This is an optimization exercise on Yosys and OpenROAD, whose aim is small area, a short achievable clock period and few clock cycles, not a production implementation.
At most, simulation tests tie the RTL to the original design; equivalence was not proved.
No driver is modelled on the clock port, so clocking that relies on it looks cheaper here than on a real chip.
No activity file was given, so power comes from the tool's default toggle rates.

rev 12:
## mips
module mips(
	input wire clk,
	input wire rst,
	output wire [31:0] INST_ADDR,
	input wire [31:0] INST_DATA,
	output wire [31:0] DMEM_ADDR,
	output wire DMEM_WE,
	output wire [31:0] DMEM_WDATA,
	input wire [31:0] DMEM_RDATA
	);
For scale: about 64,000 sq um of cells after synthesis.
clock: 10.0 ns
lec_check: 0
cap_margin: 20
core_margin: 2
core_utilization: 40
slew_margin: 20
synth_hierarchical: 1
synth_minimum_keep_size: 0
standard.sh (not shown) runs the stock make flow with config.mk's settings and CLKGATE_MAP_FILE= SYNTH_SCRIPT=/design/flow/synth_recipe.tcl, a recipe that flattens the netlist after the stock synthesis.
==> flow/flow/run.sh <==
#!/bin/bash
set -euo pipefail
MARGIN=6.5
bash standard.sh synth > synth.log 2>&1
SYNTH_ODB=orfs/results/sky130hd/mips/base/1_synth.odb openroad -no_init -exit flow/downsize.tcl > downsize.log 2>&1
bash standard.sh SETUP_SLACK_MARGIN=$MARGIN "CTS_ARGS=-sink_clustering_enable -repair_clock_nets -dont_use_dummy_load -buf_list sky130_fd_sc_hd__clkbuf_8 -sink_clustering_size 20" finish > layout.log 2>&1
==> flow/flow/downsize.tcl <==
# Set every combinational cell that synthesis mapped to a larger drive
# strength back to its smallest variant; the timing repair later in the flow
# sizes up the cells that need it.
set odb $::env(SYNTH_ODB)
read_db $odb
set db [ord::get_db]
set n 0
foreach inst [[ord::get_db_block] getInsts] {
  set m [$inst getMaster]
  set name [$m getName]
  if {[regexp {^sky130_fd_sc_hd__(df|edf|sdf|dl|sdl|conb|tap|fill|decap|diode)} $name]} { continue }
  if {[regexp {^(sky130_fd_sc_hd__[a-z0-9]+)_([0-9]+)$} $name -> base size] && $size > 1} {
    foreach s {1 0} {
      set nm [$db findMaster ${base}_$s]
      if {$nm ne "NULL" && $nm ne ""} {
        $inst swapMaster $nm
        incr n
        break
      }
    }
  }
}
puts "downsized $n cells"
write_db $odb
### rev 12 -> rev 13
--- a/flow/design.v
+++ b/flow/design.v
@@ -745,12 +745,18 @@
 module g_and3(input a, b, c, output y);
 	assign y = a & b & c;
 endmodule
 module g_mux2(input a0, a1, s, output y);
 	assign y = s ? a1 : a0;
 endmodule
+module g_pcsel(input sm, r, sh, p, sb, c, b1, b0, so, o, output y);
+	assign y = (sm & r) | (sh & p) | (sb & c & b1) | (sb & ~c & b0) | (so & o);
+endmodule
+module g_pcsel_lo(input sm, r, sh, p, sb, b, so, o, output y);
+	assign y = (sm & r) | (sh & p) | (sb & b) | (so & o);
+endmodule
 module g_buf(input a, output y);
 	assign y = a;
 endmodule
 module g_rd32f(input [31:0] s, input [31:0] d, output q);
 	wire [15:0] y;
 	wire [3:0] z;
@@ -854,13 +860,13 @@
 	wire [31:0] m_val = m_ld ? DMEM_RDATA : m_res;
 	wire m_w = (m_rd != 5'd0);
 	assign DMEM_ADDR  = m_res;
 	assign DMEM_WE    = m_we;
 	assign DMEM_WDATA = m_wd;
 	wire [31:0] ins = INST_DATA;
-	assign INST_ADDR = pc;
+	assign INST_ADDR = pc_o;
 	wire [5:0]  op  = ins[31:26];
 	wire [4:0]  rs  = ins[25:21];
 	wire [4:0]  rt  = ins[20:16];
 	wire [4:0]  rdf = ins[15:11];
 	wire [4:0]  shamt = ins[10:6];
 	wire [5:0]  fn  = ins[5:0];
@@ -969,27 +975,51 @@
 	wire [13:0] bhi;
 	generate for (gb = 0; gb < 14; gb = gb + 1) begin : bsel
 		g_mux2 m(.a0(bx1[gb]), .a1(bx0[gb]), .s(bco), .y(bhi[gb]));
 	end endgenerate
 	wire [31:0] btgt = {bhi, blo, pc[1:0]};
 	wire cst_hit = rs_e & e_cst;
-	reg [31:0] npc;
+	reg [31:0] onpc;
 	always @(*) begin
-		if (is_j | is_jal) npc = {pc4[31:28], ins[25:0], 2'b00};
-		else if (is_br & pred_t) npc = btgt;
-		else if ((is_jr | is_jalr) & cst_hit) npc = e_x;
-		else if (is_jr) npc = ras;
-		else npc = pc4;
+		if (is_j | is_jal) onpc = {pc4[31:28], ins[25:0], 2'b00};
+		else if ((is_jr | is_jalr) & cst_hit) onpc = e_x;
+		else if (is_jr) onpc = ras;
+		else onpc = pc4;
+	end
+	wire bt_dec = is_br & pred_t;
+	wire s_mis = mis;
+	wire s_hold = ~mis & stall;
+	wire s_bt = ~mis & ~stall & bt_dec;
+	wire s_oth = ~mis & ~stall & ~bt_dec;
+	wire [31:0] pc_d;
+	generate for (gb = 0; gb < 14; gb = gb + 1) begin : pch
+		g_pcsel m(.sm(s_mis), .r(redirect[18+gb]), .sh(s_hold), .p(pc[18+gb]),
+		          .sb(s_bt), .c(bco), .b1(bx0[gb]), .b0(bx1[gb]),
+		          .so(s_oth), .o(onpc[18+gb]), .y(pc_d[18+gb]));
 	end
+	for (gb = 0; gb < 16; gb = gb + 1) begin : pcl
+		g_pcsel_lo m(.sm(s_mis), .r(redirect[2+gb]), .sh(s_hold), .p(pc[2+gb]),
+		             .sb(s_bt), .b(blo[gb]), .so(s_oth), .o(onpc[2+gb]), .y(pc_d[2+gb]));
+	end
+	for (gb = 0; gb < 2; gb = gb + 1) begin : pcb
+		g_pcsel_lo m(.sm(s_mis), .r(redirect[gb]), .sh(s_hold), .p(pc[gb]),
+		             .sb(s_bt), .b(pc[gb]), .so(s_oth), .o(onpc[gb]), .y(pc_d[gb]));
+	end endgenerate
+	reg  [31:0] pc_o;
+	wire [31:0] pc_od;
+	generate for (gb = 0; gb < 32; gb = gb + 1) begin : pob
+		g_buf b(.a(pc_d[gb]), .y(pc_od[gb]));
+	end endgenerate
 	always @(posedge clk or posedge rst) begin
 		if (rst) begin
 			pc <= 32'b0;
+			pc_o <= 32'b0;
 			ras <= 32'b0;
 		end else begin
-			if (mis) pc <= redirect;
-			else if (~stall) pc <= npc;
+			pc <= pc_d;
+			pc_o <= pc_od;
 			if (is_jal | is_jalr) ras <= pc4;
 		end
 	end
 	always @(posedge clk or posedge rst) begin
 		if (rst) begin
 			{e_ld, e_st, e_br, e_bx, e_jr, e_cst} <= 6'b0;
Notes after the runs:
- The final antenna diode count of rev 13 exceeds that of rev 12 by 3.
- Re weighted congestion at the end of routability-driven global placement: rev 13 is about 3% down on rev 12.
- Post-synthesis to final-layout area growth essentially unchanged between rev 12 and rev 13.
- Side by side, number of logic inverters in the finished layout turned out higher in rev 13 than in rev 12.
- From rev 12 to rev 13 the numbers moved as follows: floorplan die area now larger; total power now larger; I/O pin total comparable.
- Routed wire length, rev 13 and rev 12: higher on rev 13
- Delta (rev 13 minus rev 12): total of cells resized after clock tree synthesis +61; met3 routing resource usage after global routing saw an increase; multi-input gate share of the layout cell area went down 1.0 points; total of plain and repair buffers excluding clock buffers stayed essentially flat; final cell area excluding filler cells +1100 sq um.
- In the flow results for rev 13 and rev 12, the number of tap instances is smaller on rev 12.
Function was not checked in any run of this note: the RTL went through the layout flow alone.

* * *

Setup of old:
mips, a different RTL version from the one above (not shown whole).
Size: roughly 6400 cells after synthesis, roughly 160 I/O pins.
// mips
module mips(
	input wire clk,
	input wire rst,
	output wire [31:0] INST_ADDR,
	input wire [31:0] INST_DATA,
	output wire [31:0] DMEM_ADDR,
	output wire DMEM_WE,
	output wire [31:0] DMEM_WDATA,
	input wire [31:0] DMEM_RDATA
	);
Settings: LEC_CHECK=0, CAP_MARGIN=20, CORE_MARGIN=2, CORE_UTILIZATION=40, SLEW_MARGIN=20, SYNTH_HIERARCHICAL=1, SYNTH_MINIMUM_KEEP_SIZE=0; clock period 10.0 ns.
==> flow/flow/run.sh <==
#!/bin/bash
set -euo pipefail
MARGIN=6.5
bash standard.sh synth > synth.log 2>&1
SYNTH_ODB=orfs/results/sky130hd/mips/base/1_synth.odb openroad -no_init -exit flow/downsize.tcl > downsize.log 2>&1
export RC_SCALE=1.2
H=$PWD/flow/rcscale.tcl
bash standard.sh SETUP_SLACK_MARGIN=$MARGIN "CTS_ARGS=-sink_clustering_enable -repair_clock_nets -dont_use_dummy_load -buf_list sky130_fd_sc_hd__clkbuf_8 -sink_clustering_size 20" \
  PRE_FLOORPLAN_TCL=$H PRE_GLOBAL_PLACE_TCL=$H PRE_RESIZE_TCL=$H PRE_CTS_TCL=$H PRE_GLOBAL_ROUTE_TCL=$H \
  finish > layout.log 2>&1
==> flow/flow/rcscale.tcl <==
set k $::env(RC_SCALE)
foreach {layer c r} {
  li1  1.499e-04   7.176e-02
  met1 1.72375e-04 8.929e-04
  met2 1.36233e-04 8.929e-04
  met3 2.14962e-04 1.567e-04
  met4 1.48128e-04 1.567e-04
  met5 1.54087e-04 1.781e-05
} {
  set_layer_rc -layer $layer -capacitance [expr {$c * $k}] -resistance [expr {$r * $k}]
}
set_wire_rc -signal -layer met1
set_wire_rc -clock -layer met3
Scripts as last shown in full above: flow/flow/downsize.tcl
Testbench counts of old, summed over its fixed seeds: cycles 75,343.
Input changes introduced in new (baseline for comparison: old):
--- a/flow/design.v
+++ b/flow/design.v
@@ -745,12 +745,15 @@
 module g_and3(input a, b, c, output y);
 	assign y = a & b & c;
 endmodule
 module g_mux2(input a0, a1, s, output y);
 	assign y = s ? a1 : a0;
 endmodule
+module g_a221o(input a1, a2, b1, b2, c1, output y);
+	assign y = (a1 & a2) | (b1 & b2) | c1;
+endmodule
 module g_buf(input a, output y);
 	assign y = a;
 endmodule
 module g_rd32f(input [31:0] s, input [31:0] d, output q);
 	wire [15:0] y;
 	wire [3:0] z;
@@ -829,22 +832,22 @@
 	endfunction
 	wire [31:0] sh_in = ({32{h_b}} & e_b) | ({32{h_br}} & rev32(e_b))
 	                  | ({32{h_m}} & m_res) | ({32{h_mr}} & rev32(m_res));
 	wire        sh_fill = e_sra & bx[31];
 	wire [32:0] sh_ext = $signed({sh_fill, sh_in}) >>> sa;
 	wire [31:0] sr = sh_ext[31:0];
-	wire [31:0] oth = ({32{r_slt}} & {31'b0, sum[31]})
-	                | ({32{r_and}} & g)
+	wire [31:0] oth = ({32{r_and}} & g)
 	                | ({32{r_or}}  & pg)
 	                | ({32{r_xor}} & p)
 	                | ({32{r_nor}} & ~pg)
 	                | ({32{r_srl}} & sr)
 	                | ({32{r_sll}} & rev32(sr))
 	                | ({32{r_b}}   & bx);
 	wire [31:0] alu;
-	generate for (gb = 0; gb < 32; gb = gb + 1) begin : res
+	g_a221o r0(.a1(r_add), .a2(sum[0]), .b1(r_slt), .b2(sum[31]), .c1(oth[0]), .y(alu[0]));
+	generate for (gb = 1; gb < 32; gb = gb + 1) begin : res
 		g_a21o r(.a1(r_add), .a2(sum[gb]), .b1(oth[gb]), .y(alu[gb]));
 	end endgenerate
 	wire eq = (c_ab & (e_a == e_b)) | (c_mb & (m_res == e_b))
 	        | (c_am & (e_a == m_res)) | c_mm;
 	wire mis_br = e_br & (eq ^ e_bx);
 	wire mis_jr = (j_a & (e_a != pc)) | (j_m & (m_res != pc));
Findings:
new vs old, instance count on the critical path went up by 1. The higher vertical die dimension of new and old is in new. Where register-to-register slack is concerned, old is outperformed by new. Taking old as the reference, in new global-route wire length before repair went up by 9.9%; worst-case vdd ir drop went up by 29%.
The RTL of new was laid out without a check of its function.

* * *

job 101:
Another version of the RTL of mips (not shown whole).
For scale: about 6600 cells after synthesis, about 160 I/O pins, ~64000 sq um of cells after synthesis.
==> flow/config.mk <==
export PLATFORM = sky130hd
export DESIGN_NAME = mips
export DESIGN_NICKNAME = mips
export VERILOG_FILES = /design/flow/design.v
export SDC_FILE = /design/flow/constraint.sdc
export NUM_CORES = 8
export LEC_CHECK = 0
export CAP_MARGIN = 20
export CORE_MARGIN = 2
export CORE_UTILIZATION = 40
export PLACE_DENSITY = 0.7
export SLEW_MARGIN = 20
export SYNTH_HIERARCHICAL = 1
export SYNTH_MINIMUM_KEEP_SIZE = 0
==> flow/constraint.sdc <==
create_clock -name core_clock -period 10.0 [get_ports {clk}]
set_input_delay 2.0000 -clock core_clock [delete_from_list [all_inputs] [get_ports {clk}]]
set_output_delay 2.0000 -clock core_clock [all_outputs]
set_load 0.01 [all_outputs]
==> flow/flow/run.sh <==
#!/bin/bash
set -euo pipefail
MARGIN=6.5
bash standard.sh synth > synth.log 2>&1
SYNTH_ODB=orfs/results/sky130hd/mips/base/1_synth.odb openroad -no_init -exit flow/downsize.tcl > downsize.log 2>&1
bash standard.sh SETUP_SLACK_MARGIN=$MARGIN "CTS_ARGS=-sink_clustering_enable -repair_clock_nets -dont_use_dummy_load -buf_list sky130_fd_sc_hd__clkbuf_8 -sink_clustering_size 20" finish > layout.log 2>&1
Scripts as last shown in full above: flow/flow/downsize.tcl
Looking at the reports, job 101 completed the entire flow and the layout it produced met the timing, DRC and antenna checks.
[inputs] job 102 vs job 101
--- a/flow/design.v
+++ b/flow/design.v
@@ -794,14 +794,15 @@
 	output wire [31:0] DMEM_WDATA,
 	input wire [31:0] DMEM_RDATA
 	);
 	genvar gk, gb;
 	reg  [31:0] pc;
 	reg  [31:0] ras;
 	reg         e_ld, e_st, e_br, e_bx, e_jr;      
+	reg         e_kill;                  
 	reg         e_cst;                   
 	reg  [4:0]  e_rd;                    
 	reg         e_fa_lo, e_fa_hi;
 	reg         c_ab, c_mb, c_am, c_mm;
 	reg         j_a, j_m;                
 	reg         e_fb;                    
 	reg         x_b, x_bn, x_m, x_mn, x_i, x_in;
@@ -853,23 +854,21 @@
 	wire [31:0] alu;
 	g_a221o r0(.a1(r_add), .a2(sum[0]), .b1(r_slt), .b2(sum[31]), .c1(oth[0]), .y(alu[0]));
 	generate for (gb = 1; gb < 32; gb = gb + 1) begin : res
 		g_a21o r(.a1(r_add), .a2(sum[gb]), .b1(oth[gb]), .y(alu[gb]));
 	end endgenerate
 	wire eq = (c_ab & (e_a == e_b)) | (c_mb & (m_res == e_b))
 	        | (c_am & (e_a == m_res)) | c_mm;
-	wire mis_br = e_br & (eq ^ e_bx);
-	wire mis_jr = e_jr & ((j_a & (e_a != pc)) | (j_m & (m_res != pc)));
+	wire e_ldq = e_ld & ~e_kill;
+	wire e_stq = e_st & ~e_kill;
+	wire mis_br = e_br & ~e_kill & (eq ^ e_bx);
+	wire mis_jr = e_jr & ~e_kill & ((j_a & (e_a != pc)) | (j_m & (m_res != pc)));
 	wire mis    = mis_br | mis_jr;
 	wire [31:0] redirect = e_jr ? a : e_x;
 	wire [31:0] m_val = m_ld ? DMEM_RDATA : m_res;
-	wire [31:0] m_valr;
-	generate for (gb = 0; gb < 32; gb = gb + 1) begin : mvr
-		g_mux2 m(.a0(m_res[gb]), .a1(DMEM_RDATA[gb]), .s(m_ld), .y(m_valr[gb]));
-	end endgenerate
 	wire m_w = (m_rd != 5'd0);
 	assign DMEM_ADDR  = m_res;
 	assign DMEM_WE    = m_we;
 	assign DMEM_WDATA = m_wd;
 	wire [31:0] ins = INST_DATA;
 	assign INST_ADDR = pc;
 	wire [5:0]  op  = ins[31:26];
@@ -956,24 +955,24 @@
 	assign sel_b[31] = rt_m;
 	wire [31:0] rs_val, rt_val;
 	generate for (gb = 0; gb < 32; gb = gb + 1) begin : rdp
 		wire [31:0] d;
 		for (gk = 1; gk < 32; gk = gk + 1) begin : c
 			assign d[gk-1] = rf[gk][gb];
 		end
-		assign d[31] = m_valr[gb];
+		assign d[31] = m_val[gb];
 		g_rd32f ua(.s(sel_a), .d(d), .q(rs_val[gb]));
 		g_rd32f ub(.s(sel_b), .d(d), .q(rt_val[gb]));
 	end endgenerate
-	wire e_w = (e_rd != 5'd0);
+	wire e_w = (e_rd != 5'd0) & ~e_kill;
 	wire rs_e = e_w & (rs == e_rd);
 	wire rt_e = e_w & (rt == e_rd);
 	wire rs_e2;
 	g_buf fab(.a(rs_e), .y(rs_e2));       
-	wire stall = e_ld & ((uses_rs & rs_e) | (uses_rt & rt_e));
+	wire stall = e_ldq & ((uses_rs & rs_e) | (uses_rt & rt_e));
 	wire adv = ~stall & ~mis;         
 	wire pred_t = is_bne | (is_beq & imm[15]);
 	wire [15:0] blo;
 	wire        bco;
 	ks_add16c badd(.a(pc[17:2]), .b(imm), .cin(1'b1), .s(blo), .co(bco));
 	wire [13:0] hi = pc[31:18];
 	wire [13:0] hi_p = hi + 14'd1;
@@ -1003,33 +1002,30 @@
 			else if (~stall) pc <= npc;
 			if (is_jal | is_jalr) ras <= pc4;
 		end
 	end
 	always @(posedge clk or posedge rst) begin
 		if (rst) begin
 			{e_ld, e_st, e_br, e_bx, e_jr} <= 5'b0;
+			e_kill <= 1'b1;
 			e_rd <= 5'd0;
 			m_we <= 1'b0;
 			m_ld <= 1'b0;
 			m_rd <= 5'd0;
 		end else begin
-			if (adv) begin
-				e_ld <= is_lw;
-				e_st <= is_sw;
-				e_br <= is_br;
-				e_bx <= is_bne ^ pred_t;
-				e_jr <= is_jr | is_jalr;
-				e_rd <= dst;
-			end else begin
-				{e_ld, e_st, e_br, e_bx, e_jr} <= 5'b0;
-				e_rd <= 5'd0;
-			end
-			m_we <= e_st;
-			m_ld <= e_ld;
-			m_rd <= e_rd;
+			e_ld <= is_lw;
+			e_st <= is_sw;
+			e_br <= is_br;
+			e_bx <= is_bne ^ pred_t;
+			e_jr <= is_jr | is_jalr;
+			e_rd <= dst;
+			e_kill <= ~adv;
+			m_we <= e_stq;
+			m_ld <= e_ldq;
+			m_rd <= e_w ? e_rd : 5'd0;
 		end
 	end
 	always @(posedge clk) begin
 		e_fa_lo <= rs_e;
 		e_fa_hi <= rs_e2;
 		j_a   <= ~rs_e;
 		j_m   <= rs_e;
Notes after the runs:
In the tables for job 102 and job 101, total routed wirelength reads lower with job 102. Number of vias per cell (job 102 over job 101): decrease, 0.12. Run comparison: job 102 slowest stage cell on the critical path clkdlybuf4s50_1; job 101 slowest stage cell on the critical path dfxtp_1. Clock net sink count delta (job 102 -> job 101): insignificant. Job 102 and job 101 ended up with nearly the same storage element area. Looking at total power, job 102 sits about 2% lower than job 101 does. Against job 101, job 102 reports a multi-input logic portion of the cell area that is lower. Summary of job 102 over job 101: critical path depth now smaller; required time of the critical path now smaller; clock skew now smaller. On worst path setup slack after routing, the lower figure sits with job 102, not job 101. Job 102 reports a higher sequential share of layout area than job 101 does.
Function was not checked in any run of this note: the RTL went through the layout flow alone.

## what the ideal ports hide
In the flow no input, the clock included, has a driving cell. The finished layouts below were timed again as built, in two steps.
Step 1, drivers: a clkbuf_16 drives clk and a buf_2 each remaining input, both assumed.
Step 2 adds t to the input delays and takes it off the output delays; t is the mean of the earliest and latest rising clock arrival at the registers after step 1. Input paths then give back, and output paths get back, about the clock's delay inside the block.
a / b / c = ideal ports / drivers / drivers and shift; a / b = the first two.
run | shift t [ns] | slack for setup (ns) | worst setup path at the end | worst register clock-pin slew, ns
rev 12 | 1.038 | 6.325 / 6.250 / 5.367 | input to register | 0.07 / 0.07
rev 13 | 1.029 | 6.240 / 6.295 / 5.266 | input to register | 0.07 / 0.07
old | 1.042 | 6.407 / 6.330 / 5.403 | input to register | 0.07 / 0.07
new | 1.069 | 6.270 / 6.195 / 5.373 | input to register | 0.07 / 0.07
job 101 | 0.984 | 6.344 / 6.331 / 5.347 | input to register | 0.07 / 0.07
job 102 | 1.015 | 6.262 / 6.279 / 5.290 | input to register | 0.07 / 0.07
After both steps setup and hold are still met in every run listed. For old, which loses most, drivers alone change the setup slack by -0.077 ns; drivers and shift together by -1.004 ns.
